This design comes from an exercise in tuning for small area on the open sky130 flow, not from production work. For this run, only the layout was checked, not whether the RTL still works. Power figures rest on the tool's default switching activity, not on a simulated workload.

==> flow/design.v <==
`timescale 1ns / 1ps
module alu(SRC_1,SRC_2,SRC_3,opcode,p_CY,dest,CY,OX,OVF);
input [7:0]SRC_1,SRC_2,SRC_3;
input [3:0]opcode;
input p_CY;
output reg [15:0]dest;
output reg CY,OX,OVF;
reg [3:0]l_nibble,u_nibble;
reg [7:0]temp;
always@(*) begin
dest = 16'h0000;
CY = 1'b0;
OX = 1'b0;
OVF = 1'b0;
l_nibble = 4'h0;
u_nibble = 4'h0;
temp = 8'h00;
case(opcode) 
4'b0001 : begin   
    {OX,l_nibble} = SRC_1[3:0] + SRC_2[3:0] + p_CY;
    {CY,u_nibble} = SRC_1[7:4] + SRC_2[7:4] + OX;
    dest = {u_nibble,l_nibble};
    OVF = 1'b0;
end 
4'b0010 : begin  
    temp = ~SRC_2 + 1'b1;
    {OX,l_nibble} = SRC_1[3:0] + temp[3:0];
    {CY,u_nibble} = SRC_1[7:4] + temp[7:4] + OX;
    dest = {u_nibble,l_nibble} - p_CY;
    OVF = 1'b0;
end 
4'b0011 : begin   
dest = SRC_1 * SRC_2;
if(dest>255) begin
    OVF = 1'b1;
    CY = 1'b0;
    OX = 1'b0;
end 
else begin
    OVF = 1'b0;
    CY = 1'b0;
    OX = 1'b0;
end 
end 
4'b0100 : begin
    if(SRC_2==1'b0) begin
        dest = 16'h0000;
        OVF = 1'b1;
        CY = 1'b0;
        OX = 1'b0;
    end 
    else begin
        dest[15:8] = SRC_1/SRC_2;
        dest[7:0] = SRC_1%SRC_2;
        OVF = 1'b0;
        CY = 1'b0;
        OX = 1'b0;  
    end
end
4'b0101 : begin   
{OX,l_nibble} = SRC_1[3:0] + SRC_2[3:0];
{CY,u_nibble} = SRC_1[7:4] + SRC_2[7:4] + OX;
if(l_nibble>9 || OX==1'b1) begin
l_nibble = l_nibble + 4'b0110;
CY = 1'b0 ;
OVF = 1'b0;
end 
if(u_nibble>9 || CY==1'b1) begin
u_nibble = u_nibble + 4'b0110;
OX = 1'b0;
OVF = 1'b0;
end
dest = {u_nibble,l_nibble};
end
4'b0110 : begin  
dest = ~SRC_1;
OX = 1'b0;
OVF = 1'b0;
CY = 1'b0 ;
end 
4'b0111 : begin  
dest = SRC_1 & SRC_2;
OX = 1'b0;
OVF = 1'b0;
CY = 1'b0 ;
end 
4'b1000 : begin  
dest = SRC_1 ^ SRC_2;
OX = 1'b0;
OVF = 1'b0;
CY = 1'b0 ;
end 
4'b1001 : begin   
dest = SRC_1 | SRC_2;
OX = 1'b0;
OVF = 1'b0;
CY = 1'b0 ;
end 
4'b1010 :  begin  
case(SRC_2) 
8'h01 : dest = {SRC_1[6:0],SRC_1[7]};
8'h02 : dest = {SRC_1[5:0],SRC_1[7:6]};
8'h03 : dest = {SRC_1[4:0],SRC_1[7:5]};
8'h04 : dest = {SRC_1[3:0],SRC_1[7:4]};
8'h05 : dest = {SRC_1[2:0],SRC_1[7:3]};
8'h06 : dest = {SRC_1[1:0],SRC_1[7:2]};
8'h07 : dest = {SRC_1[0],SRC_1[7:1]};
default : dest = SRC_1;
endcase
end 
4'b1011 : begin  
case(SRC_2) 
8'h01 : {CY,dest} = {SRC_1,p_CY}; 
8'h02 : {CY,dest} = {SRC_1[6:0],p_CY,SRC_1[7]};
8'h03 : {CY,dest} = {SRC_1[5:0],p_CY,SRC_1[7:6]};
8'h04 : {CY,dest} = {SRC_1[4:0],p_CY,SRC_1[7:5]};
8'h05 : {CY,dest} = {SRC_1[3:0],p_CY,SRC_1[7:4]};
8'h06 : {CY,dest} = {SRC_1[2:0],p_CY,SRC_1[7:3]};
8'h07 : {CY,dest} = {SRC_1[1:0],p_CY,SRC_1[7:2]};
8'h08 : {CY,dest} = {SRC_1[0],p_CY,SRC_1[7:1]};
endcase
end 
4'b1100: begin  
case(SRC_2) 
8'h01 : dest = {SRC_1[0],SRC_1[7:1]};
8'h02 : dest = {SRC_1[1:0],SRC_1[7:2]};
8'h03 : dest = {SRC_1[2:0],SRC_1[7:3]};
8'h04 : dest = {SRC_1[3:0],SRC_1[7:4]};
8'h05 : dest = {SRC_1[4:0],SRC_1[7:5]};
8'h06 : dest = {SRC_1[5:0],SRC_1[7:6]};
8'h07 : dest = {SRC_1[6:0],SRC_1[7]};
default : dest = SRC_1;
endcase
end 
4'b1101 : begin  
case(SRC_2) 
8'h01 : {dest} = {SRC_1[0],p_CY,SRC_1[7:1]};
8'h02 : {CY,dest} = {SRC_1[1:0],p_CY,SRC_1[7:2]};
8'h03 : {CY,dest} = {SRC_1[2:0],p_CY,SRC_1[7:3]};
8'h04 : {CY,dest} = {SRC_1[3:0],p_CY,SRC_1[7:4]};
8'h05 : {CY,dest} = {SRC_1[4:0],p_CY,SRC_1[7:5]};
8'h06 : {CY,dest} = {SRC_1[5:0],p_CY,SRC_1[7:6]};
8'h07 : {CY,dest} = {SRC_1[6:0],p_CY,SRC_1[7]};
8'h08 : {CY,dest} = {SRC_1[7:0],p_CY};
default : {CY,dest} = SRC_1;
endcase
end
4'b1110 : begin
if(SRC_3[7] == 1'b1) dest  = {SRC_1,SRC_2} + (~({8'b00000000,SRC_3})+1'b1) ;
else if (SRC_3[7] == 1'b0)  dest = {SRC_1,SRC_2} + {8'b00000000,SRC_3};
end 
4'b1111: begin
dest = {SRC_1,SRC_2} + {8'b00000000,SRC_3};
end 
endcase
end 
endmodule
`timescale 1ns / 1ps
module RAM (
    input clk,	
    input rst,
    input rd,
    input wr,
    input is_bit_addr,
    input in_bit_data,
    input [7:0] in_data,
    input [7:0] addr,
    output reg out_bit_data,
    output reg [7:0] out_data
);
wire [2047:0] mem_flat;
wire [7:0] bit_byte_addr = {4'b0010,addr[6:3]};  
wire [7:0] bit_byte = mem_flat[{bit_byte_addr,3'b000} +: 8];
genvar g;
generate
for (g = 0; g < 256; g = g + 1) begin : word
    reg [7:0] q;
    always @(posedge clk) begin
        if (rst)
            q <= 8'd4;
        else if (!rd && wr && !addr[7]) begin  
            if (is_bit_addr) begin
                if (bit_byte_addr == g) q[addr[2:0]] <= in_bit_data;
            end
            else if (addr == g)
                q <= in_data;
        end
    end
    assign mem_flat[g*8 +: 8] = q;
end
endgenerate
always @(posedge clk) begin
    if (rst) begin
        out_data <= 8'h00;
        out_bit_data <= 1'b0;
    end
    else if (rd && !addr[7]) begin  
        if (is_bit_addr) out_bit_data <= bit_byte[addr[2:0]];
        else out_data <= mem_flat[{addr,3'b000} +: 8];
    end
end
endmodule
module CONTROLLER(
input CONTROLLER_Reset,
input CONTROLLER_Clock,
output [11:0]rom_addr,
output rom_rd,
input [7:0]rom_data,
output reg [7:0]P0,
output reg [7:0]P1,
output reg [7:0]P2,
output reg [7:0]P3,
output reg [7:0]SP,
output reg [7:0]A,
output reg [15:0]PC,
output reg [7:0]PSW,
output reg [1:0]Current_Phase,
output reg [3:0]Current_State
);
localparam CS0 = 2'b00,CS1=2'b01,CS2=2'b10,CS3=2'b11;
reg [7:0]B;
reg [11:0]CONTROLLER_PC_TEMP;
reg CONTROLLER_rd;
reg CONTROLLER_wr;
reg   CONTROLLER_is_bit_addr;
reg   CONTROLLER_in_bit_data;
reg   [7:0]CONTROLLER_in_data;
reg   [7:0] CONTROLLER_addr;
wire   CONTROLLER_out_bit_data;
wire   [7:0] CONTROLLER_out_data;
reg [11:0]CONTROLLER_rom_addr;
reg  CONTROLLER_rom_rd;
wire  [7:0]CONTROLLER_rom_data;
reg [7:0]CONTROLLER_SRC_1,CONTROLLER_SRC_2,CONTROLLER_SRC_3;
reg [3:0]CONTROLLER_ALU_OPCODE;
reg CONTROLLER_p_CY,CONTROLLER_p_AX;
wire [15:0]CONTROLLER_dest;
wire CONTROLLER_CY , CONTROLLER_AX , CONTROLLER_OVF;
reg [7:0]CONTROLLER_OPERAND1,CONTROLLER_OPERAND2,CONTROLLER_OPERAND3;
localparam ES0=4'b0000,ES1=4'b0001,ES2=4'b0010,ES3=4'b0011,ES4=4'b0100,ES5=4'b0101,ES6=4'b0110,ES7=4'b0111,IES4=4'b1000,IES5=4'b1001,IES6=4'b1010,CJNE1 = 4'b1111; 
reg [3:0]Next_State;
reg [1:0]Next_Phase;
reg [7:0]CONTROLLER_OPCODE;
reg [7:0]CONTROLLER_TEMP_STORED_DATA;
reg CANNOT_USED_A_REGISTER;
reg CONTROLLER_A_NOT_USED;
reg [7:0]TEMPRARY_ROM_ADDRESS_STORED;
reg [7:0]TEMPRARY_RAM_ADDRESS_STORED;
reg CONTROLLER_DIRECT_ADDRSSING_A_NOT_USED;
reg CONTROLLER_ALU_NOT_NEEDED;
reg CONTROLLER_ROM_NEEDED;
reg CONTROLLER_IS_BIT_ADDRESSABLE;
reg CONTROLLER_INDIRECT_ADDRESSING_USED;
reg [2:0]MULTICYCLE_OPERATION;
reg CONTROLLER_A_DEINITIALIZE;
reg CONTROLLER_SRC1_DEINITIALIZE;
reg [7:0]CONTROLLER_TEMP_RAM_DATA_STORED;
reg [7:0]TEMP_ROM_DATA;
reg [15:0]DPTR;
reg CONTROLLER_out_bit_data_temp;
reg CONTROLLER_RAM_AND_ROM_BOTH;
reg CALL_TYPE_INSTRUCTION;
reg CONTROLLER_INT_NEEDED;
reg CONTROLLER_rd_q,CONTROLLER_wr_q,CONTROLLER_is_bit_addr_q,CONTROLLER_in_bit_data_q,CONTROLLER_rom_rd_q,CONTROLLER_p_CY_q;
reg [7:0]CONTROLLER_in_data_q,CONTROLLER_addr_q,CONTROLLER_SRC_1_q,CONTROLLER_SRC_2_q,CONTROLLER_SRC_3_q;
reg [11:0]CONTROLLER_rom_addr_q;
reg [3:0]CONTROLLER_ALU_OPCODE_q;
reg [7:0]CONTROLLER_rom_q;
assign rom_addr = CONTROLLER_rom_addr_q;
assign rom_rd = CONTROLLER_rom_rd_q;
assign CONTROLLER_rom_data = CONTROLLER_rom_q;
always@(posedge CONTROLLER_Clock) begin
if(CONTROLLER_Reset == 1'b1) CONTROLLER_rom_q <= 8'h00;
else if(CONTROLLER_rom_rd_q == 1'b1) CONTROLLER_rom_q <= rom_data;
end
 RAM CONTROLLER2 (
    .clk(CONTROLLER_Clock),
    .rst(CONTROLLER_Reset),
    .rd(CONTROLLER_rd_q),
     .wr(CONTROLLER_wr_q),
     .is_bit_addr(CONTROLLER_is_bit_addr_q),
      .in_bit_data(CONTROLLER_in_bit_data_q),
     .in_data(CONTROLLER_in_data_q),
      .addr(CONTROLLER_addr_q),
      .out_bit_data(CONTROLLER_out_bit_data),
    .out_data(CONTROLLER_out_data)
);
alu F98(
        .SRC_1(CONTROLLER_SRC_1_q),
		  .SRC_2(CONTROLLER_SRC_2_q),
		  .SRC_3(CONTROLLER_SRC_3_q),
		  .p_CY(CONTROLLER_p_CY_q),
		  .opcode(CONTROLLER_ALU_OPCODE_q),
		  .dest(CONTROLLER_dest),
		  .CY(CONTROLLER_CY),
		  .OX(CONTROLLER_AX),
		  .OVF(CONTROLLER_OVF)
);
always@(posedge CONTROLLER_Clock)
begin
CONTROLLER_rd = CONTROLLER_rd_q;
CONTROLLER_wr = CONTROLLER_wr_q;
CONTROLLER_is_bit_addr = CONTROLLER_is_bit_addr_q;
CONTROLLER_in_bit_data = CONTROLLER_in_bit_data_q;
CONTROLLER_in_data = CONTROLLER_in_data_q;
CONTROLLER_addr = CONTROLLER_addr_q;
CONTROLLER_rom_addr = CONTROLLER_rom_addr_q;
CONTROLLER_rom_rd = CONTROLLER_rom_rd_q;
CONTROLLER_SRC_1 = CONTROLLER_SRC_1_q;
CONTROLLER_SRC_2 = CONTROLLER_SRC_2_q;
CONTROLLER_SRC_3 = CONTROLLER_SRC_3_q;
CONTROLLER_ALU_OPCODE = CONTROLLER_ALU_OPCODE_q;
CONTROLLER_p_CY = CONTROLLER_p_CY_q;
if(CONTROLLER_Reset == 1'b1) 
begin
Next_Phase = CS0;
Next_State = ES0;
PC[15:0]=16'h0000;
A[7:0]=8'h00;
B[7:0]=8'h00;
PSW[7:0]=8'h00;
CONTROLLER_INT_NEEDED = 1'b0;
CANNOT_USED_A_REGISTER=1'b0;
P0=8'h00;P1=8'h00;P2=8'h00;P3=8'h00;SP=8'h00;
CONTROLLER_PC_TEMP=12'h000;
CONTROLLER_rd=1'b0;CONTROLLER_wr=1'b0;CONTROLLER_is_bit_addr=1'b0;CONTROLLER_in_bit_data=1'b0;
CONTROLLER_in_data=8'h00;CONTROLLER_addr=8'h00;
CONTROLLER_OPCODE=8'h00;CONTROLLER_TEMP_STORED_DATA=8'h00;CONTROLLER_A_NOT_USED=1'b0;
TEMPRARY_ROM_ADDRESS_STORED=8'h00;TEMPRARY_RAM_ADDRESS_STORED=8'h00;
CONTROLLER_DIRECT_ADDRSSING_A_NOT_USED=1'b0;CONTROLLER_ALU_NOT_NEEDED=1'b0;CONTROLLER_ROM_NEEDED=1'b0;
CONTROLLER_IS_BIT_ADDRESSABLE=1'b0;CONTROLLER_INDIRECT_ADDRESSING_USED=1'b0;MULTICYCLE_OPERATION=3'b000;
CONTROLLER_A_DEINITIALIZE=1'b0;CONTROLLER_SRC1_DEINITIALIZE=1'b0;CONTROLLER_TEMP_RAM_DATA_STORED=8'h00;
TEMP_ROM_DATA=8'h00;DPTR=16'h0000;CONTROLLER_out_bit_data_temp=1'b0;CONTROLLER_RAM_AND_ROM_BOTH=1'b0;
CALL_TYPE_INSTRUCTION=1'b0;
Current_Phase=CS0;Current_State=ES0;
CONTROLLER_rom_addr=12'h000;
CONTROLLER_rom_rd=1'b0;
CONTROLLER_SRC_1[7:0]=8'h00;
CONTROLLER_SRC_2=8'h00;
CONTROLLER_SRC_3=8'h00;
CONTROLLER_ALU_OPCODE[3:0]=4'h0;
CONTROLLER_p_CY=1'b0;
CONTROLLER_p_AX=1'b0;
end
else
begin
case(Current_Phase)
CS0:
begin
case(Current_State)
  ES0: begin  P0 = 8'hFF; Next_State = ES1;Next_Phase = CS0;end 
  ES1:begin P1 = 8'hFF; Next_State = ES2;Next_Phase = CS0; end 
  ES2:begin P2 = 8'hFF; Next_State = ES3;Next_Phase = CS0;end 
  ES3: begin P3 = 8'hFF; Next_State = ES4;Next_Phase = CS0;end 
  ES4: begin SP = 8'h07; Next_State = ES5;Next_Phase = CS0;end 
  ES5:begin Next_State = ES0;Next_Phase = CS2;end 
endcase
end
CS2:
begin 
case(Current_State)
ES0: 
begin
CONTROLLER_rom_addr=PC[11:0];
CONTROLLER_rom_rd=1'b1;
Next_State=ES1;
Next_Phase=CS2;
end
ES1: 
begin
CONTROLLER_rom_rd=1'b1;
CONTROLLER_SRC_1 = PC[15:8];
CONTROLLER_SRC_2 =  PC[7:0];
CONTROLLER_SRC_3 = 8'h01;
CONTROLLER_ALU_OPCODE  =4'b1111;
Next_State=ES2;
Next_Phase=CS2;
end
ES2: 
begin 
CONTROLLER_PC_TEMP = CONTROLLER_dest[11:0];
CONTROLLER_OPCODE=CONTROLLER_rom_data[7:0];
CONTROLLER_rom_rd=1'b0;
CONTROLLER_rom_addr=8'h00;
CONTROLLER_A_DEINITIALIZE=1'b0;
CONTROLLER_ALU_NOT_NEEDED = 1'b0;
CONTROLLER_ROM_NEEDED=1'b0;
CONTROLLER_ALU_NOT_NEEDED=1'b0;
CONTROLLER_DIRECT_ADDRSSING_A_NOT_USED = 1'b0;
CONTROLLER_IS_BIT_ADDRESSABLE=1'b0;
CONTROLLER_INDIRECT_ADDRESSING_USED = 1'b0;
MULTICYCLE_OPERATION[2:0]=3'B000;
CONTROLLER_SRC1_DEINITIALIZE=1'B0;
CONTROLLER_RAM_AND_ROM_BOTH = 1'b0;
CALL_TYPE_INSTRUCTION = 1'b0;
casex(CONTROLLER_OPCODE)
8'b0000_0010,8'b0001_0010: begin
CONTROLLER_SRC_3 = 8'h03;
CONTROLLER_rom_rd = 1'b1;
CONTROLLER_rom_addr = CONTROLLER_PC_TEMP;
CONTROLLER_ALU_NOT_NEEDED = 1'b0;
CALL_TYPE_INSTRUCTION = 1'b1;
Next_State=IES6;
Next_Phase=CS2;
end
8'bxxx0_0001 ,8'bxxx1_0001: begin
CONTROLLER_SRC_3 = 8'h02;
CONTROLLER_rom_rd = 1'b1;
CONTROLLER_rom_addr = CONTROLLER_PC_TEMP;
CONTROLLER_ALU_NOT_NEEDED = 1'b0;
CALL_TYPE_INSTRUCTION = 1'b1;
Next_State=IES6;
Next_Phase=CS2;
end
8'b0010_0000,8'b0001_0000 : begin
CONTROLLER_rom_rd = 1'b1;
CONTROLLER_rom_addr = CONTROLLER_PC_TEMP;    
CONTROLLER_SRC_3 = 8'h02;
CONTROLLER_rd=1'b1;
CONTROLLER_is_bit_addr = 1'b1;
CONTROLLER_addr = 8'h03;
CONTROLLER_ROM_NEEDED = 1'b0;
CONTROLLER_INDIRECT_ADDRESSING_USED = 1'b0;
CONTROLLER_ALU_NOT_NEEDED = 1'b1;
Next_State=ES3;
Next_Phase=CS2;
end 
8'b0010_1xxx ,8'b0011_1xxx , 8'b0000_1xxx ,8'b1001_1xxx , 8'b0001_1xxx,8'b1110_1xxx:
begin
CONTROLLER_SRC_3 = 8'h01;
CONTROLLER_addr={3'b000,PSW[4],PSW[3],CONTROLLER_OPCODE[2:0]};
CONTROLLER_rd=1'b1;
CONTROLLER_INT_NEEDED = 1'b0;
CONTROLLER_ALU_NOT_NEEDED = 1'b0;
CONTROLLER_ROM_NEEDED = 1'b0;
if((CONTROLLER_OPCODE & 8'hF8)== (8'b1110_1xxx & 8'hF8) )begin
CONTROLLER_A_DEINITIALIZE = 1'b1;
end
Next_State=ES3;
Next_Phase=CS2;
end
8'b0101_0100 ,8'b0010_0100 ,8'b0011_0100,8'b1001_0100 ,8'b0100_0100 , 8'b0110_0100 ,8'b0111_0100:
begin
CONTROLLER_SRC_3 = 8'h02;
CONTROLLER_rom_addr=CONTROLLER_PC_TEMP[11:0];
CONTROLLER_rom_rd=1'b1;
CONTROLLER_INT_NEEDED = 1'b0;
if(CONTROLLER_OPCODE == 8'b0111_0100) CONTROLLER_A_DEINITIALIZE = 1'b1;
Next_State=ES3;
Next_Phase=CS2;
end
8'b0010_011x , 8'b0011_011x ,8'b1110_011x ,8'b0000_011x ,8'b1001_011x:
begin
CONTROLLER_SRC_3 = 8'h01;
CONTROLLER_addr={3'b000,PSW[4],PSW[3],2'b00,CONTROLLER_OPCODE[0]};
CONTROLLER_rd=1'b1;
CONTROLLER_INT_NEEDED=1'b1;
Next_State=ES3;
Next_Phase=CS2;
end
8'b0010_0101, 8'b0011_0101 ,8'b0101_0101  ,8'b0101_0010 ,8'b1001_0101, 8'b0100_0101 ,8'b0100_0010 , 8'b0110_0101 , 8'b0110_0010,8'b1110_0101,8'b1111_0101,8'b1100_0000:
begin
CONTROLLER_rom_rd = 1'b1;
CONTROLLER_rom_addr = CONTROLLER_PC_TEMP;
CONTROLLER_SRC_3 = 8'h02;
CONTROLLER_INT_NEEDED = 1'b1;
CONTROLLER_ROM_NEEDED=1'b1;
if(CONTROLLER_OPCODE == 8'b1110_0101)CONTROLLER_A_DEINITIALIZE = 1'b1;
if(CONTROLLER_OPCODE == 8'b1111_0101)CONTROLLER_SRC1_DEINITIALIZE = 1'b1;
Next_State=ES3;
Next_Phase=CS2;
end
8'b0111_1xxx : begin
CONTROLLER_rom_rd = 1'b1;
CONTROLLER_rom_addr = CONTROLLER_PC_TEMP;
CONTROLLER_SRC_3 = 8'h02;
CONTROLLER_INT_NEEDED = 1'b0;
CONTROLLER_ALU_NOT_NEEDED = 1'b1;
Next_State=ES3;
Next_Phase=CS2;
end
 8'b1010_1xxx: begin
CONTROLLER_rom_rd = 1'b1;
CONTROLLER_rom_addr = CONTROLLER_PC_TEMP;
CONTROLLER_SRC_3 = 8'h02;
CONTROLLER_INT_NEEDED = 1'b0;
CONTROLLER_ALU_NOT_NEEDED = 1'b1;
CONTROLLER_ROM_NEEDED=1'b1;
Next_State=ES3;
Next_Phase=CS2;
end
8'b1111_1xxx: begin
CONTROLLER_SRC_3 = 8'h01;
CONTROLLER_in_data = A[7:0];
CONTROLLER_addr={3'b000,PSW[4],PSW[3],CONTROLLER_OPCODE[2:0]};
CONTROLLER_wr=1'b1;
Next_State=ES6;
Next_Phase=CS2;
end
8'b1000_1xxx: begin
CONTROLLER_addr={3'b000,PSW[4],PSW[3],CONTROLLER_OPCODE[2:0]};
CONTROLLER_rom_addr = CONTROLLER_PC_TEMP;
CONTROLLER_rom_rd = 1'b1;
CONTROLLER_INT_NEEDED = 1'b0;
CONTROLLER_ALU_NOT_NEEDED = 1'b1;
CONTROLLER_ROM_NEEDED=1'b0;
CONTROLLER_rd = 1'b1;
CONTROLLER_SRC_3 = 8'h02;
CONTROLLER_RAM_AND_ROM_BOTH = 1'b1;
Next_State=ES3;
Next_Phase=CS2;
end
8'b0100_1xxx , 8'b0101_1xxx , 8'b0110_1xxx ,8'b1100_1xxx:begin
CONTROLLER_SRC_3 = 8'h01;
CONTROLLER_addr={3'b000,PSW[4],PSW[3],CONTROLLER_OPCODE[2:0]};
CONTROLLER_rd=1'b1;
CONTROLLER_INT_NEEDED = 1'b0;
CONTROLLER_ALU_NOT_NEEDED = 1'b0;
CONTROLLER_ROM_NEEDED = 1'b0;
Next_State=ES3;
Next_Phase=CS2;
end
8'b0100_011x , 8'b0101_011x , 8'b0110_011x :begin
CONTROLLER_SRC_3 = 8'h01;
CONTROLLER_addr={3'b000,PSW[4],PSW[3],2'b00,CONTROLLER_OPCODE[0]};
CONTROLLER_rd=1'b1;
CONTROLLER_INT_NEEDED = 1'b1;
CONTROLLER_ALU_NOT_NEEDED = 1'b0;
CONTROLLER_ROM_NEEDED = 1'b0;
Next_State=ES3;
Next_Phase=CS2;
end
8'b1000_0010 , 8'b1011_0000 ,8'b1100_0010 ,8'b0111_0010 , 8'b1010_0000,8'b1010_0010,8'b1001_0010 :begin
CONTROLLER_rom_rd = 1'b1;
CONTROLLER_rom_addr = CONTROLLER_PC_TEMP;
CONTROLLER_SRC_3 = 8'h02;
CONTROLLER_INT_NEEDED = 1'b1;
CONTROLLER_ROM_NEEDED=1'b1;
CONTROLLER_IS_BIT_ADDRESSABLE = 1'b1;
Next_State=ES3;
Next_Phase=CS2;
end
8'b1110_0100 , 8'b1111_0100 :begin
CONTROLLER_PC_TEMP[11:0]=CONTROLLER_dest[11:0];
A=(CONTROLLER_OPCODE[5] == 0) ? ~A : 8'h00;
Next_State = ES6;
Next_Phase = CS2;
end
8'b1100_0011, 8'b1011_0011 :begin
CONTROLLER_PC_TEMP[11:0]=CONTROLLER_dest[11:0];
PSW[7]=1'b0;
PSW[7] = (CONTROLLER_OPCODE[5] == 1) ? ~PSW[7] : 1'b0;
Next_State = ES6;
Next_Phase = CS2;
end
8'b0000_0000 :begin
CONTROLLER_PC_TEMP[11:0]=CONTROLLER_dest[11:0];
Next_State = ES6;
Next_Phase = CS2;
end
8'b1000_011x:begin
CONTROLLER_INT_NEEDED = 1'b1;
CONTROLLER_ROM_NEEDED = 1'b0;
CONTROLLER_SRC_3 = 8'h02;
CONTROLLER_addr={3'b000,PSW[4],PSW[3],2'b00,CONTROLLER_OPCODE[0]};
CONTROLLER_rd=1'b1;
CONTROLLER_rom_addr = CONTROLLER_PC_TEMP;
CONTROLLER_rom_rd = 1'b1;
CONTROLLER_ALU_NOT_NEEDED = 1'b1;
CONTROLLER_RAM_AND_ROM_BOTH = 1'b1;
Next_State = ES3;
Next_Phase = CS2;
end
8'b1010_011x :begin
CONTROLLER_SRC_3 = 8'h02;
CONTROLLER_ROM_NEEDED = 1'b1;
CONTROLLER_INT_NEEDED =1'b1;
CONTROLLER_rom_addr = CONTROLLER_PC_TEMP;
CONTROLLER_rom_rd =1'b1;
CONTROLLER_addr={3'b000,PSW[4],PSW[3],2'b00,CONTROLLER_OPCODE[0]};
CONTROLLER_rd=1'b1;
Next_State = ES3;
Next_Phase = CS2;
end
8'b1111_011x:begin
CONTROLLER_SRC_3 = 8'h02;
CONTROLLER_INT_NEEDED = 1'b1;
CONTROLLER_addr={3'b000,PSW[4],PSW[3],2'b00,CONTROLLER_OPCODE[0]};
CONTROLLER_rd=1'b1;
CONTROLLER_ROM_NEEDED = 1'b0;
CONTROLLER_ALU_NOT_NEEDED = 1'b1;
Next_State = ES3;
Next_Phase = CS2;
end
8'b1011_1xxx: begin
CONTROLLER_SRC_1 = CONTROLLER_out_data;
CONTROLLER_SRC_2 = TEMP_ROM_DATA;
CONTROLLER_ALU_OPCODE = 4'b0010;   
Next_State=ES5;
Next_Phase=CS2;
end 
8'b1011_011x: begin
CONTROLLER_SRC_1 = A;
CONTROLLER_SRC_2 = TEMP_ROM_DATA;
CONTROLLER_ALU_OPCODE = 4'b0010;   
Next_State=ES5;
Next_Phase=CS2;
end 
8'b1101_1xxx: begin
CONTROLLER_SRC_1 = CONTROLLER_out_data;
CONTROLLER_SRC_2 = 1'b1;
CONTROLLER_ALU_OPCODE = 4'b0010;   
Next_State=ES5;
Next_Phase=CS2;
end 
8'b1011_0101: begin
CONTROLLER_SRC_1 = A;
CONTROLLER_SRC_2 = CONTROLLER_out_data;
CONTROLLER_ALU_OPCODE = 4'b0010;   
Next_State=ES5;
Next_Phase=CS2;
end 
8'b1011_0100: begin
CONTROLLER_SRC_1 = A;
CONTROLLER_SRC_2 = TEMP_ROM_DATA;
CONTROLLER_ALU_OPCODE = 4'b0010;   
Next_State=ES5;
Next_Phase=CS2;
end 
8'b1101_0101: begin
CONTROLLER_SRC_1 = CONTROLLER_out_data;
CONTROLLER_SRC_2 = 1'b1;
CONTROLLER_ALU_OPCODE = 4'b0010;   
Next_State=ES5;
Next_Phase=CS2;
end 
8'b0010_0000 : begin
if(CONTROLLER_out_bit_data == 1'b1) begin
	CONTROLLER_SRC_1 = PC[15:8];
	CONTROLLER_SRC_2 = PC[7:0];
	CONTROLLER_SRC_3 = CONTROLLER_rom_data;
	CONTROLLER_ALU_OPCODE = 4'b1110;
	Next_State=CJNE1;
	Next_Phase=CS2;
end 
else begin
Next_State=ES6;
Next_Phase=CS2;
end 
end 
8'b0011_0000 : begin
if(CONTROLLER_out_bit_data == 1'b0) begin
	CONTROLLER_SRC_1 = PC[15:8];
	CONTROLLER_SRC_2 = PC[7:0];
	CONTROLLER_SRC_3 = CONTROLLER_rom_data;
	CONTROLLER_ALU_OPCODE = 4'b1110;
	Next_State=CJNE1;
	Next_Phase=CS2;
end 
else begin
Next_State=ES6;
Next_Phase=CS2;
end 
end 
8'b0100_0000 : begin
if(PSW[7] == 1'b1) begin
	CONTROLLER_SRC_1 = PC[15:8];
	CONTROLLER_SRC_2 = PC[7:0];
	CONTROLLER_SRC_3 = CONTROLLER_rom_data;
	CONTROLLER_ALU_OPCODE = 4'b1110;
	Next_State=CJNE1;
	Next_Phase=CS2;
end 
else begin
Next_State=ES6;
Next_Phase=CS2;
end 
end 
8'b0101_0000 : begin
if(PSW[7] == 1'b0) begin
	CONTROLLER_SRC_1 = PC[15:8];
	CONTROLLER_SRC_2 = PC[7:0];
	CONTROLLER_SRC_3 = CONTROLLER_rom_data;
	CONTROLLER_ALU_OPCODE = 4'b1110;
	Next_State=CJNE1;
	Next_Phase=CS2;
end 
else begin
Next_State=ES6;
Next_Phase=CS2;
end 
end 
8'b0111_0000 : begin
if(A != 8'h00) begin
	CONTROLLER_SRC_1 = PC[15:8];
	CONTROLLER_SRC_2 = PC[7:0];
	CONTROLLER_SRC_3 = CONTROLLER_rom_data;
	CONTROLLER_ALU_OPCODE = 4'b1110;
	Next_State=CJNE1;
	Next_Phase=CS2;
end 
else begin
Next_State=ES6;
Next_Phase=CS2;
end 
end 
8'b0110_0000 : begin
if(A == 8'h00) begin
	CONTROLLER_SRC_1 = PC[15:8];
	CONTROLLER_SRC_2 = PC[7:0];
	CONTROLLER_SRC_3 = CONTROLLER_rom_data;
	CONTROLLER_ALU_OPCODE = 4'b1110;
	Next_State=CJNE1;
	Next_Phase=CS2;
end 
else begin
Next_State=ES6;
Next_Phase=CS2;
end 
end 
8'b1000_0000 : begin
CONTROLLER_SRC_1 = PC[15:8];
CONTROLLER_SRC_2 = PC[7:0];
CONTROLLER_SRC_3 = CONTROLLER_rom_data;
CONTROLLER_ALU_OPCODE = 4'b1110;
Next_State=CJNE1;
Next_Phase=CS2;
end 
8'b0010_0011 , 8'b0000_0011 : begin
CONTROLLER_SRC_1 = A;
CONTROLLER_SRC_2 = 2;
CONTROLLER_ALU_OPCODE = (CONTROLLER_OPCODE == 8'b0010_0011 )? 4'B1010 : 4'b1100;
Next_State=ES6;
Next_Phase=CS2;
end 
8'b0011_0011 , 8'b0001_0011 : begin
CONTROLLER_SRC_1 = A;
CONTROLLER_SRC_2 = 2;
CONTROLLER_p_CY = PSW[7];
CONTROLLER_ALU_OPCODE = (CONTROLLER_OPCODE == 8'b0011_0011 )? 4'b1011 : 4'b1101;
Next_State=ES6;
Next_Phase=CS2;
end 
8'b1001_0011 : begin
CONTROLLER_SRC_1 = A;
CONTROLLER_SRC_2 = DPTR[7:0];
CONTROLLER_ALU_OPCODE = 4'b0001;
end 
default : Next_State=ES0;
endcase
end
ES3:
begin
CONTROLLER_PC_TEMP[11:0]=CONTROLLER_dest[11:0];
Next_State=ES4;
Next_Phase=CS2;
if(CONTROLLER_INT_NEEDED == 1'b1)begin Next_State = IES4;Next_Phase = CS2;end
else if(CONTROLLER_ALU_NOT_NEEDED == 1'b1)begin
if(CONTROLLER_ROM_NEEDED == 1'b0)
begin  Next_State =ES5;Next_Phase = CS2;end
else if(CONTROLLER_ROM_NEEDED == 1'b1)
begin Next_State= IES4;Next_Phase = CS2;end
end
end
IES4:
begin
TEMPRARY_ROM_ADDRESS_STORED=CONTROLLER_rom_data[7:0];
TEMPRARY_RAM_ADDRESS_STORED=CONTROLLER_out_data[7:0];
CONTROLLER_addr = (CONTROLLER_ROM_NEEDED == 1'b1) ? CONTROLLER_rom_data : CONTROLLER_out_data [7:0];
CONTROLLER_rd = 1'b1;
if(CONTROLLER_IS_BIT_ADDRESSABLE == 1'b1) CONTROLLER_is_bit_addr = 1'b1;
Next_State = IES6;
Next_Phase = CS2;
if(CONTROLLER_OPCODE == 8'b1100_0010 || CONTROLLER_OPCODE == 8'b1001_0010)
begin
 CONTROLLER_wr = 1'b1;
 CONTROLLER_rd=1'b0;
 CONTROLLER_in_bit_data = (CONTROLLER_OPCODE == 8'b1100_0010)? 1'b0 : PSW[7];
 Next_State = ES6;
Next_Phase = CS2;
end
else if((CONTROLLER_OPCODE & 8'hFE) == (8'b1111_011x & 8'hFE))
begin
CONTROLLER_addr =   CONTROLLER_out_data [7:0];
CONTROLLER_wr = 1'b1;
CONTROLLER_rd = 1'b0;
CONTROLLER_in_data = A;
 Next_State = ES6;
Next_Phase = CS2;
end
end
IES6:begin
Next_State = ES4;
Next_Phase = CS2;
if(CONTROLLER_ALU_NOT_NEEDED == 1'b1) begin Next_State = ES5;Next_Phase = CS2;end
end
ES4: 
begin
Next_State=ES5;
Next_Phase=CS2;
CONTROLLER_TEMP_RAM_DATA_STORED = CONTROLLER_out_data;
casex(CONTROLLER_OPCODE)
8'b1010_011x:begin
CONTROLLER_addr = TEMPRARY_RAM_ADDRESS_STORED;
CONTROLLER_wr = 1'b1;
CONTROLLER_in_data = CONTROLLER_out_data;
CONTROLLER_ALU_OPCODE = 4'b0000;
CALL_TYPE_INSTRUCTION = 1'b1;
PC = CONTROLLER_PC_TEMP;	
Next_State=ES7;
Next_Phase=CS2;
end
8'b0000_0010,8'b0001_0010 :begin
CONTROLLER_rom_addr = CONTROLLER_PC_TEMP +1;
if(CONTROLLER_OPCODE == 8'b0001_0010)begin
CONTROLLER_addr = SP+1'b1;
SP = SP+1'b1;
CONTROLLER_in_data = CONTROLLER_dest;
CONTROLLER_wr = 1'b1;
end
CONTROLLER_PC_TEMP = CONTROLLER_rom_data;
CONTROLLER_rom_rd = 1'b1;
CONTROLLER_ALU_OPCODE = 4'b0000;
end
8'bxxx0_0001 ,8'bxxx1_0001:begin
if((CONTROLLER_OPCODE  & 8'h1F) == (8'bxxx1_0001 & 8'h1F))begin
CONTROLLER_addr = SP+1'b1;
SP = SP+1'b1;
CONTROLLER_in_data = CONTROLLER_dest;
CONTROLLER_wr = 1'b1;
end
CONTROLLER_ALU_OPCODE = 4'b0000;
CONTROLLER_PC_TEMP = CONTROLLER_rom_data;
CONTROLLER_rom_rd = 1'b0;
end
8'b1100_0000 : begin
CONTROLLER_SRC_1 = SP;
CONTROLLER_A_DEINITIALIZE = 1'b0;
CONTROLLER_A_NOT_USED = 1'b1;
CONTROLLER_ALU_OPCODE = 4'b0001;
end
8'b0010_1xxx ,8'b0010_011x, 8'b0010_0101,8'b1110_0101,8'b1110_1xxx:begin 
 CONTROLLER_SRC_1=CONTROLLER_out_data[7:0]; 
 PSW[7]=1'b0;
 CONTROLLER_A_NOT_USED = 1'b0;
CONTROLLER_ALU_OPCODE=4'b0001;
TEMPRARY_ROM_ADDRESS_STORED = 1'b0;
 end
 8'b1001_1xxx , 8'b1001_011x , 8'b1001_0101 :begin 
 CONTROLLER_SRC_1=CONTROLLER_out_data[7:0]; 
 CONTROLLER_A_NOT_USED = 1'b0;
CONTROLLER_ALU_OPCODE=4'b0010;
 end
8'b1001_0100:begin
  CONTROLLER_SRC_1=CONTROLLER_rom_data[7:0]; 
 CONTROLLER_A_NOT_USED = 1'b0;
CONTROLLER_ALU_OPCODE=4'b0010;
end
 8'b0011_1xxx,8'b0011_011x,8'b0011_0101:begin 
 CONTROLLER_SRC_1=CONTROLLER_out_data[7:0];
 CONTROLLER_A_NOT_USED = 1'b0;
CONTROLLER_ALU_OPCODE=4'b0001; 
 end
 8'b0010_0100,8'b0111_0100:begin 
CONTROLLER_SRC_1=CONTROLLER_rom_data[7:0];
PSW[7]=1'b0; 
CONTROLLER_ALU_OPCODE=4'b0001;
CONTROLLER_A_NOT_USED = 1'b0;
CONTROLLER_A_DEINITIALIZE = 1'b0;
end
8'b0011_0100 :begin 
CONTROLLER_SRC_1=CONTROLLER_rom_data[7:0];
CONTROLLER_A_NOT_USED = 1'b0;
CONTROLLER_ALU_OPCODE=4'b0001;
end
8'b0000_1xxx,8'b0001_1xxx:begin 
CONTROLLER_SRC_1=1;
CONTROLLER_A_NOT_USED=1'b1;
PSW[7]=1'b0;
CONTROLLER_ALU_OPCODE=((CONTROLLER_OPCODE & 8'hF8) == (8'b0000_1xxx & 8'hF8))?4'b0001:4'b0010;
end
8'b0000_011x:begin 
CONTROLLER_SRC_1=CONTROLLER_out_data[7:0];
CONTROLLER_A_NOT_USED=1'b1;
PSW[7]=1'b0;
CONTROLLER_ALU_OPCODE=4'b0001;
CONTROLLER_INDIRECT_ADDRESSING_USED=1'b1;
end
8'b0100_1xxx , 8'b0100_011x ,8'b0100_0101 :begin
CONTROLLER_SRC_1=CONTROLLER_out_data[7:0];
CONTROLLER_A_NOT_USED=1'b0;
CONTROLLER_ALU_OPCODE=4'b1001;
end
8'b0101_1xxx , 8'b0101_011x  :begin
CONTROLLER_SRC_1=CONTROLLER_out_data[7:0];
CONTROLLER_A_NOT_USED=1'b0;
CONTROLLER_ALU_OPCODE=4'b0111;
end
8'b0110_1xxx , 8'b0110_011x ,8'b0110_0101 : begin
CONTROLLER_SRC_1=CONTROLLER_out_data[7:0];
CONTROLLER_A_NOT_USED=1'b0;
CONTROLLER_ALU_OPCODE=4'b1000;
end 
8'b0101_0100 :begin
CONTROLLER_SRC_1=CONTROLLER_rom_data[7:0];
CONTROLLER_A_NOT_USED=1'b0;
CONTROLLER_ALU_OPCODE=4'b0111;
end
8'b0100_0100 :begin
CONTROLLER_SRC_1=CONTROLLER_rom_data[7:0];
CONTROLLER_A_NOT_USED=1'b0;
CONTROLLER_ALU_OPCODE=4'b1001;
end
8'b0110_0100 :begin
CONTROLLER_SRC_1=CONTROLLER_rom_data[7:0];
CONTROLLER_A_NOT_USED=1'b0;
CONTROLLER_ALU_OPCODE=4'b1000;
end
8'b0101_0010:begin
CONTROLLER_SRC_1=(CONTROLLER_ROM_NEEDED == 1'b1) ? CONTROLLER_rom_data[7:0] : CONTROLLER_out_data[7:0];
CONTROLLER_A_NOT_USED=1'b0;
CONTROLLER_ALU_OPCODE=4'b1000;
CONTROLLER_DIRECT_ADDRSSING_A_NOT_USED = 1'b1;
end
8'b0100_0010,8'b1111_0101:begin
CONTROLLER_SRC_1=(CONTROLLER_SRC1_DEINITIALIZE == 1'B1)?8'h00:CONTROLLER_out_data;
CONTROLLER_A_NOT_USED=1'b0;
CONTROLLER_ALU_OPCODE=4'b1001;
CONTROLLER_DIRECT_ADDRSSING_A_NOT_USED = 1'b1;
end
8'b1100_1xxx :  begin
A = CONTROLLER_TEMP_RAM_DATA_STORED ^ A;
CONTROLLER_TEMP_RAM_DATA_STORED = A ^ CONTROLLER_TEMP_RAM_DATA_STORED;
A = CONTROLLER_TEMP_RAM_DATA_STORED ^ A;
CONTROLLER_A_NOT_USED = 1'b1;
Next_State = ES5;
Next_Phase = CS2;
CONTROLLER_INDIRECT_ADDRESSING_USED = 1'b0;
end
8'b0110_0010:begin
CONTROLLER_SRC_1=CONTROLLER_out_data;
CONTROLLER_A_NOT_USED=1'b0;
CONTROLLER_ALU_OPCODE=4'b1000;
CONTROLLER_DIRECT_ADDRSSING_A_NOT_USED = 1'b1;
end
8'b1000_0010 : begin
CONTROLLER_ALU_OPCODE = 4'b0000;
PSW[7]=PSW[7]^CONTROLLER_out_bit_data;
Next_State=ES6;
Next_Phase=CS2;
end
8'b0111_0010,8'b1010_0010 : begin
CONTROLLER_ALU_OPCODE = 4'b0000;
PSW[7]=(CONTROLLER_OPCODE == 8'b0111_0010 ? PSW[7]:0)|CONTROLLER_out_bit_data;
Next_State=ES6;
Next_Phase=CS2;
end
8'b1010_0000 : begin
CONTROLLER_ALU_OPCODE = 4'b0000;
PSW[7]=PSW[7]|(~CONTROLLER_out_bit_data);
Next_State=ES6;
Next_Phase=CS2;
end
8'b1011_0000 : begin
CONTROLLER_ALU_OPCODE = 4'b0000;
PSW[7]=PSW[7]^(~CONTROLLER_out_bit_data);
Next_State=ES6;
Next_Phase=CS2;
end
8'b1011_1xxx: begin
CONTROLLER_SRC_1 = CONTROLLER_out_data;
CONTROLLER_SRC_2 = TEMP_ROM_DATA;
CONTROLLER_ALU_OPCODE = 4'b0010;   
Next_State=ES5;
Next_Phase=CS2;
end 
8'b1011_011x: begin
CONTROLLER_SRC_1 = A;
CONTROLLER_SRC_2 = TEMP_ROM_DATA;
CONTROLLER_ALU_OPCODE = 4'b0010;   
Next_State=ES5;
Next_Phase=CS2;
end 
8'b1101_1xxx: begin
CONTROLLER_SRC_1 = CONTROLLER_out_data;
CONTROLLER_SRC_2 = 1'b1;
CONTROLLER_ALU_OPCODE = 4'b0010;   
Next_State=ES5;
Next_Phase=CS2;
end 
8'b1011_0101: begin
CONTROLLER_SRC_1 = A;
CONTROLLER_SRC_2 = CONTROLLER_out_data;
CONTROLLER_ALU_OPCODE = 4'b0010;   
Next_State=ES5;
Next_Phase=CS2;
end 
8'b1011_0100: begin
CONTROLLER_SRC_1 = A;
CONTROLLER_SRC_2 = TEMP_ROM_DATA;
CONTROLLER_ALU_OPCODE = 4'b0010;   
Next_State=ES5;
Next_Phase=CS2;
end 
8'b1101_0101: begin
CONTROLLER_SRC_1 = CONTROLLER_out_data;
CONTROLLER_SRC_2 = 1'b1;
CONTROLLER_ALU_OPCODE = 4'b0010;   
Next_State=ES5;
Next_Phase=CS2;
end 
8'b0010_0000 : begin
if(CONTROLLER_out_bit_data == 1'b1) begin
	CONTROLLER_SRC_1 = PC[15:8];
	CONTROLLER_SRC_2 = PC[7:0];
	CONTROLLER_SRC_3 = CONTROLLER_rom_data;
	CONTROLLER_ALU_OPCODE = 4'b1110;
	Next_State=CJNE1;
	Next_Phase=CS2;
end 
else begin
Next_State=ES6;
Next_Phase=CS2;
end 
end 
8'b0011_0000 : begin
if(CONTROLLER_out_bit_data == 1'b0) begin
	CONTROLLER_SRC_1 = PC[15:8];
	CONTROLLER_SRC_2 = PC[7:0];
	CONTROLLER_SRC_3 = CONTROLLER_rom_data;
	CONTROLLER_ALU_OPCODE = 4'b1110;
	Next_State=CJNE1;
	Next_Phase=CS2;
end 
else begin
Next_State=ES6;
Next_Phase=CS2;
end 
end 
8'b0100_0000 : begin
if(PSW[7] == 1'b1) begin
	CONTROLLER_SRC_1 = PC[15:8];
	CONTROLLER_SRC_2 = PC[7:0];
	CONTROLLER_SRC_3 = CONTROLLER_rom_data;
	CONTROLLER_ALU_OPCODE = 4'b1110;
	Next_State=CJNE1;
	Next_Phase=CS2;
end 
else begin
Next_State=ES6;
Next_Phase=CS2;
end 
end 
8'b0101_0000 : begin
if(PSW[7] == 1'b0) begin
	CONTROLLER_SRC_1 = PC[15:8];
	CONTROLLER_SRC_2 = PC[7:0];
	CONTROLLER_SRC_3 = CONTROLLER_rom_data;
	CONTROLLER_ALU_OPCODE = 4'b1110;
	Next_State=CJNE1;
	Next_Phase=CS2;
end 
else begin
Next_State=ES6;
Next_Phase=CS2;
end 
end 
8'b0111_0000 : begin
if(A != 8'h00) begin
	CONTROLLER_SRC_1 = PC[15:8];
	CONTROLLER_SRC_2 = PC[7:0];
	CONTROLLER_SRC_3 = CONTROLLER_rom_data;
	CONTROLLER_ALU_OPCODE = 4'b1110;
	Next_State=CJNE1;
	Next_Phase=CS2;
end 
else begin
Next_State=ES6;
Next_Phase=CS2;
end 
end 
8'b0110_0000 : begin
if(A == 8'h00) begin
	CONTROLLER_SRC_1 = PC[15:8];
	CONTROLLER_SRC_2 = PC[7:0];
	CONTROLLER_SRC_3 = CONTROLLER_rom_data;
	CONTROLLER_ALU_OPCODE = 4'b1110;
	Next_State=CJNE1;
	Next_Phase=CS2;
end 
else begin
Next_State=ES6;
Next_Phase=CS2;
end 
end 
8'b1000_0000 : begin
CONTROLLER_SRC_1 = PC[15:8];
CONTROLLER_SRC_2 = PC[7:0];
CONTROLLER_SRC_3 = CONTROLLER_rom_data;
CONTROLLER_ALU_OPCODE = 4'b1110;
Next_State=CJNE1;
Next_Phase=CS2;
end 
8'b0010_0011 , 8'b0000_0011 : begin
CONTROLLER_SRC_1 = A;
CONTROLLER_SRC_2 = 2;
CONTROLLER_ALU_OPCODE = (CONTROLLER_OPCODE == 8'b0010_0011 )? 4'B1010 : 4'b1100;
Next_State=ES6;
Next_Phase=CS2;
end 
8'b0011_0011 , 8'b0001_0011 : begin
CONTROLLER_SRC_1 = A;
CONTROLLER_SRC_2 = 2;
CONTROLLER_p_CY = PSW[7];
CONTROLLER_ALU_OPCODE = (CONTROLLER_OPCODE == 8'b0011_0011 )? 4'b1011 : 4'b1101;
Next_State=ES6;
Next_Phase=CS2;
end 
8'b1001_0011 : begin
CONTROLLER_SRC_1 = A;
CONTROLLER_SRC_2 = DPTR[7:0];
CONTROLLER_ALU_OPCODE = 4'b0001;
end 
endcase
CONTROLLER_SRC_2=((CONTROLLER_OPCODE & 8'b11111000) == (8'b0001_1xxx & 8'b11111000))?(CONTROLLER_out_data):((CONTROLLER_A_DEINITIALIZE == 1'b0)?((CONTROLLER_A_NOT_USED == 1'b1)? 1 : A):8'b0);
CONTROLLER_p_CY=PSW[7];
CONTROLLER_addr=(CALL_TYPE_INSTRUCTION == 1'b1)?CONTROLLER_addr:8'h00;
CONTROLLER_rd=(CALL_TYPE_INSTRUCTION == 1'b1)?CONTROLLER_rd:1'b0;
CONTROLLER_rom_rd =(CALL_TYPE_INSTRUCTION == 1'b1)?CONTROLLER_rom_rd:1'b0;
end
ES5:
begin
if(CONTROLLER_A_NOT_USED == 1'b1) 
begin
CONTROLLER_in_data = (CONTROLLER_OPCODE == 8'b1100_0000 ||((CONTROLLER_OPCODE & 8'hF8)  ==  (8'b1100_0101 & 8'hF8)) )?
CONTROLLER_TEMP_RAM_DATA_STORED : CONTROLLER_dest;
CONTROLLER_addr=(CONTROLLER_OPCODE == 8'b1100_0000)?(CONTROLLER_dest):((CONTROLLER_INDIRECT_ADDRESSING_USED == 1'b1) ? TEMPRARY_RAM_ADDRESS_STORED : {3'b000,PSW[4],PSW[3],CONTROLLER_OPCODE[2:0]});
CONTROLLER_wr=1'b1;
if(CONTROLLER_OPCODE == 8'b1100_0000)
begin 
SP = CONTROLLER_dest;
end
end
else if(CONTROLLER_OPCODE == 8'b1001_0011) begin
CONTROLLER_rom_rd=1'b1;
CONTROLLER_rom_addr = CONTROLLER_dest;
Next_State=ES6;
Next_Phase=CS2;
end 
else if(CONTROLLER_OPCODE == 8'b1001_0000) begin
DPTR = {TEMP_ROM_DATA,CONTROLLER_rom_data};
end 
else if(CONTROLLER_OPCODE == 8'b1000_0101) begin
CONTROLLER_rd=1'b1;
CONTROLLER_addr=CONTROLLER_rom_data;
Next_State=CJNE1;
Next_Phase=CS2;
end 
else if(CONTROLLER_OPCODE == 8'b0111_0011) begin
CONTROLLER_PC_TEMP = CONTROLLER_rom_data;
end
else if(CONTROLLER_ALU_NOT_NEEDED == 1'b1) begin
CONTROLLER_in_data =(CONTROLLER_ROM_NEEDED == 1'b1) ? CONTROLLER_out_data :CONTROLLER_rom_data;
CONTROLLER_rom_rd=1'b0;
CONTROLLER_rd=1'b0;
CONTROLLER_addr={3'b000,PSW[4],PSW[3],CONTROLLER_OPCODE[2:0]};
CONTROLLER_wr=1'b1;
end
else if(CONTROLLER_ALU_NOT_NEEDED == 1'b1) begin
CONTROLLER_in_data =(CONTROLLER_ROM_NEEDED == 1'b0) ? CONTROLLER_out_data :CONTROLLER_rom_data;
CONTROLLER_rom_rd=1'b0;
CONTROLLER_rd=1'b0;
CONTROLLER_addr=(CONTROLLER_RAM_AND_ROM_BOTH == 1'b1)?(CONTROLLER_rom_data):{3'b000,PSW[4],PSW[3],CONTROLLER_OPCODE[2:0]};
CONTROLLER_wr=1'b1;
end
else if(CONTROLLER_DIRECT_ADDRSSING_A_NOT_USED == 1'b1) begin
CONTROLLER_in_data = CONTROLLER_dest;
CONTROLLER_addr = TEMPRARY_ROM_ADDRESS_STORED;
CONTROLLER_wr = 1'b1;
end
else if(CONTROLLER_ALU_OPCODE != 4'b0000) begin 
A=CONTROLLER_dest;
PSW[7]=CONTROLLER_CY;
PSW[6]=CONTROLLER_AX;
end
Next_State=ES6;
Next_Phase=CS2;
end
CJNE1: begin
CONTROLLER_PC_TEMP = CONTROLLER_dest;
casex(CONTROLLER_OPCODE) 
8'b0001_0000 : begin
CONTROLLER_out_bit_data_temp = 1'b0;
end 
endcase
Next_State=ES6;
Next_Phase=CS2;
end 
ES6:
begin
PC[11:0]=(CALL_TYPE_INSTRUCTION == 1'b1)?{((((CONTROLLER_OPCODE & 8'h1F) == (8'bxxx0_0001 & 8'h1F ))
                                              ||((CONTROLLER_OPCODE & 8'h1F) == (8'bxxx1_0001 & 8'h1F )))?({PC[15:11],CONTROLLER_OPCODE[7:5]}): CONTROLLER_rom_data),CONTROLLER_PC_TEMP[7:0]}:CONTROLLER_PC_TEMP[11:0];
Next_State=ES7;	
Next_Phase=CS2;
end
ES7:
begin
CONTROLLER_wr=1'b0;
CONTROLLER_addr=8'h00;
CONTROLLER_in_data=8'h00;
CONTROLLER_is_bit_addr = 1'b0;
CONTROLLER_rom_rd=1'b0;
CONTROLLER_rd=1'b0;
Next_State = ES0;
Next_Phase = CS2;
end
endcase
end
endcase
 Current_State=Next_State;
 Current_Phase=Next_Phase;
end
CONTROLLER_rd_q <= CONTROLLER_rd;
CONTROLLER_wr_q <= CONTROLLER_wr;
CONTROLLER_is_bit_addr_q <= CONTROLLER_is_bit_addr;
CONTROLLER_in_bit_data_q <= CONTROLLER_in_bit_data;
CONTROLLER_in_data_q <= CONTROLLER_in_data;
CONTROLLER_addr_q <= CONTROLLER_addr;
CONTROLLER_rom_addr_q <= CONTROLLER_rom_addr;
CONTROLLER_rom_rd_q <= CONTROLLER_rom_rd;
CONTROLLER_SRC_1_q <= CONTROLLER_SRC_1;
CONTROLLER_SRC_2_q <= CONTROLLER_SRC_2;
CONTROLLER_SRC_3_q <= CONTROLLER_SRC_3;
CONTROLLER_ALU_OPCODE_q <= CONTROLLER_ALU_OPCODE;
CONTROLLER_p_CY_q <= CONTROLLER_p_CY;
end
endmodule
==> flow/run.sh <==
#!/bin/bash
# synth_recipe.tcl (not shown) runs the flow's synth.tcl, then flattens the netlist and writes it again
# the make line also repeats each setting of config.mk as NAME=value (left out here)
make -C /OpenROAD-flow-scripts/flow DESIGN_CONFIG=/design/flow/config.mk WORK_HOME=/design/flow/orfs CLKGATE_MAP_FILE= SYNTH_SCRIPT=/design/flow/synth_recipe.tcl finish
==> flow/config.mk <==
export PLATFORM = sky130hd
export DESIGN_NAME = CONTROLLER
export DESIGN_NICKNAME = CONTROLLER
export VERILOG_FILES = /design/flow/design.v
export SDC_FILE = /design/flow/constraint.sdc
export NUM_CORES = 4
export LEC_CHECK = 0
export CAP_MARGIN = 20
export CORE_MARGIN = 2
export CORE_UTILIZATION = 40
export PLACE_DENSITY = 0.6
export SLEW_MARGIN = 20
==> flow/constraint.sdc <==
create_clock -name core_clock -period 20.0 [get_ports {CONTROLLER_Clock}]
set_input_delay 4.0000 -clock core_clock [delete_from_list [all_inputs] [get_ports {CONTROLLER_Clock}]]
set_output_delay 4.0000 -clock core_clock [all_outputs]
set_load 0.01 [all_outputs]
==> summary.txt <==
## sequential cells by signal, indices dropped and copies added (netlist names), 2 cells and up
register,cells
DPTR,8
Current_State,4
TEMPRARY_ROM_ADDRESS_STORED,8
CONTROLLER_ALU_OPCODE_q,4
CONTROLLER_SRC_1_q,8
CONTROLLER_in_data_q,8
PSW,2
CONTROLLER_TEMP_RAM_DATA_STORED,8
CONTROLLER2.out_data,8
TEMPRARY_RAM_ADDRESS_STORED,8
CONTROLLER_rom_addr_q,12
PC,12
CONTROLLER_PC_TEMP,12
A,8
CONTROLLER2.word.q,1296
CONTROLLER_rom_q,8
CONTROLLER_addr_q,8
CONTROLLER_SRC_3_q,8
CONTROLLER_SRC_2_q,8
CONTROLLER_OPCODE,8
SP,8
## per-layer routing
metal | vias up | routed length (um)
met3 | 821 | 33400
met5 | - | 224
met2 | 4120 | 125000
met1 | 33861 | 118000
li1 | 31268 | -
met4 | 22 | 15200
## metrics by stage
stage	hold slack [ns]	instances	util
final	0.445	11343	0.445
after global routing	0.461	11338	0.445
after CTS	0.450	11335	0.445
after detailed placement	0.442	11049	0.416
after global placement	0.435	11048	0.416
after floorplan	0.427	9060	-
## report_power, final
group | internal, mW | switching [mW] | leakage [nW]
combinational | 0.490 | 0.800 | 13.6
sequential | 2.94 | 0.0105 | 11.9
clock | 1.79 | 1.31 | 2.66
total | 5.22 | 2.12 | 28.2
## cell type report
type                    instances  area [um^2]  area share
inverters                     140          533     0.00629
clock buffers                 229         4580      0.0540
well taps                    2511         3140      0.0371
diodes                          6         15.0    0.000177
flip-flops and latches       1476        29600       0.349
clock inverters                57          896      0.0106
multi-input cells            6648        43600       0.515
repair buffers                276         2380      0.0281
## final timing paths
kind / start / end / slack, ns / cells past startpoint
min: CONTROLLER2.word[86].q[7] / CONTROLLER2.word[86].q[7] / 0.44 / 2
max reg2reg: CONTROLLER_SRC_2_q[0] / CONTROLLER_PC_TEMP[1] / 5.06 / 49
max: CONTROLLER_SRC_2_q[0] / CONTROLLER_PC_TEMP[1] / 5.06 / 49
min reg2reg: CONTROLLER2.word[86].q[7] / CONTROLLER2.word[86].q[7] / 0.44 / 2
## cells in the final DEF (no fill, tap or decap), types with 43 or more instances in the layout
master,netlist,layout
clkbuf_16,0,164
xnor2_1,69,69
nor2_1,595,591
a21oi_1,1076,1073
a211oi_1,65,65
nor2b_1,315,315
ha_1,123,123
a221oi_1,66,66
nor3_1,199,196
o22ai_1,55,55
mux4_2,454,454
clkdlybuf4s50_1,0,88
buf_4,42,178
a22oi_1,45,43
o21ai_0,291,290
inv_1,134,132
mux2i_1,103,103
nand3_1,173,173
o211ai_1,151,151
nand2_1,2131,2129
dfxtp_1,1476,1462
## cells by family (layout without fill, tap and decap cells)
kind of cell,count (synthesis),in the layout,share of synthesized area
and+or+nand+nor,3698,3698,0.210
adders and majority gates,163,163,0.0304
buffers and inverters,936,702,0.0490
other,1,17,0.0000489
AOI/OAI and AO/OA,2115,2115,0.167
xor gates and xnor gates,95,95,0.0110
DFF,1476,1476,0.385
muxes,566,566,0.148
## critical path, delay by kind of cell (launching register included)
kind | cells | cell delay [ns]
simple gates | 13 | 2.93
mux | 1 | 0.17
fa+ha+maj | 8 | 2.83
compound gates | 23 | 6.98
flops | 1 | 0.77
buf+inv | 4 | 1.00
==> results.yml <==
floorplan:
  die_area_mm2: 0.195
  initial_utilization: 0.403
  die_w_um: 442
  rows: 160
  io_pins: 101
  fp.coreArea_mm2: 0.190
  fp.dieH_um: 442
grt:
  grt_first_pass_wirelength_um: 432000
  antenna_found_initial: 13
  grt_max_degree: 224
  grt_use_met2: 0.428
  gr-usage-all-layers: 0.288
  grt_pass1_vias: 65509
  use_met1: 0.393
  busiest_layer: "met2"
  grt_util_met3: 0.0686
  gr-total-overflow: 0
logic_synthesis:
  synth_top_area_share: 0.385
  yosys_warnings: 3
  synth_edf_count: 0
  yosysUniqueCellTypes: 95
  synth_top_area_cell: "dfxtp_1"
  ys.flop_type: "dfxtp_1"
  syn_inst: 9050
  synth_area_leaders: "dfxtp_1 (38%), mux4_2 (13%), nand2_1 (10%)"
  ys_ff_latch: 1476
  yosysMostFrequentCell: "nand2_1"
  synth.avg_cell_area_um2: 8.48
  ys_async_sr_fraction: 0
  ys_seq_area_frac: 0.385
  syn_area_mm2: 0.0768
  netlist_top_cells_count: "nand2_1 (2131), dfxtp_1 (1476), a21oi_1 (1076)"
clocking:
  clk_pin_slew_worst_paths_ns: 0.06
  cts_made_buffers: 162
  cts_tree: "done"
  cts_root_buf: "clkbuf_16"
  cts_setup_buffers: 0
  clockBufferDepth: 3
  cts-htree-levels: 4
  ctsResizeCount: 0
  ctsHoldBuffers: 0
  clkSinkCount: 1476
  insertion_delay_ns: 0.83
layout:
  nets: 8876
  final_cell_area_mm2: 0.0848
  layout-drive-gt1-share: 0.112
  fillerInstances: 18391
  area_growth_pct: 10.4
placement:
  io_buffers: 89
  placed_area_mm2: 0.0792
  place_congestion: 1.01
  post-place-ws_ns: 5.32
  dpl.hpwl_um: 196000
pwr:
  power_mw: 7.34
  p_leak_nw: 28.2
  vdd_drop_max_uv: 199
  p_per_area_mw_per_mm2: 86.6
min_path:
  hold_class: "flop to flop"
worst_setup_path:
  slowest_stage: "a2111oi_2"
  cp_max_fo: 14
  worstSetupEndpointType: "flop"
  crit_path_max_incr_delay_ns: 0.82
  cp.arrival_ns: 15.56
  cp_data_required_time_ns: 20.63
  worstSetupPathType: "flop to flop"
  critPathLaunchType: "flop"
  critPathMostFrequentCell: "ha_1"
drt:
  drt-vias-per-instance: 6.18
  routed-via-count: 70092
  first_pass_iters: 9
  ant_nets: 0
  wl_per_cell_um: 25.7
  drt_wl_total_um: 292000
  remaining_drc_errors: 0
  drt_iter0_drc: 8963
run_status:
  status: "no timing/DRC/antenna violations"
timing:
  setup_slack_ns: 5.06
  finalCritPeriodShare: 0.747
  setup_viol: 0
  fin_tns_setup_ns: 0
  slew_violations: 0
  layout_min_cycle_time_ns: 14.94
  worst_pin_slew_ns: 1.32
  relSlewSlack: 0.121
  max_freq_mhz: 67.0
  rsz0062_at_grt: "no"
  finalClockSkew_ns: 0.0693
  hold_violations: 0
run:
  cap_violations: 0

## re-timing with driven ports
Ports are ideal in the flow. The routed layout listed here was re-timed in OpenROAD.
Step 1: set_driving_cell puts a clkbuf_16 on CONTROLLER_Clock and a buf_2 on each other input, an assumption about the parent block.
Step 2 times the ports against the registers' clock, not the clock port: input delays grow and output delays shrink by t, the midpoint of the rising clock arrivals with the driver on.
Three values: no drivers, after step 1, after step 2; two values: the first two.
t, ns: 0.880
setup WS [ns]: 5.065 / 5.065 / 5.065
worst hold slack (ns): 0.445 / 0.445 / 0.445
worst setup path after step 2: register to register
slew at the worst register clock pin (ns): 0.07 / 0.07
After both steps this run still meets setup and hold. For this run, drivers alone change the setup slack by 0.000 ns; drivers and shift together by 0.000 ns.
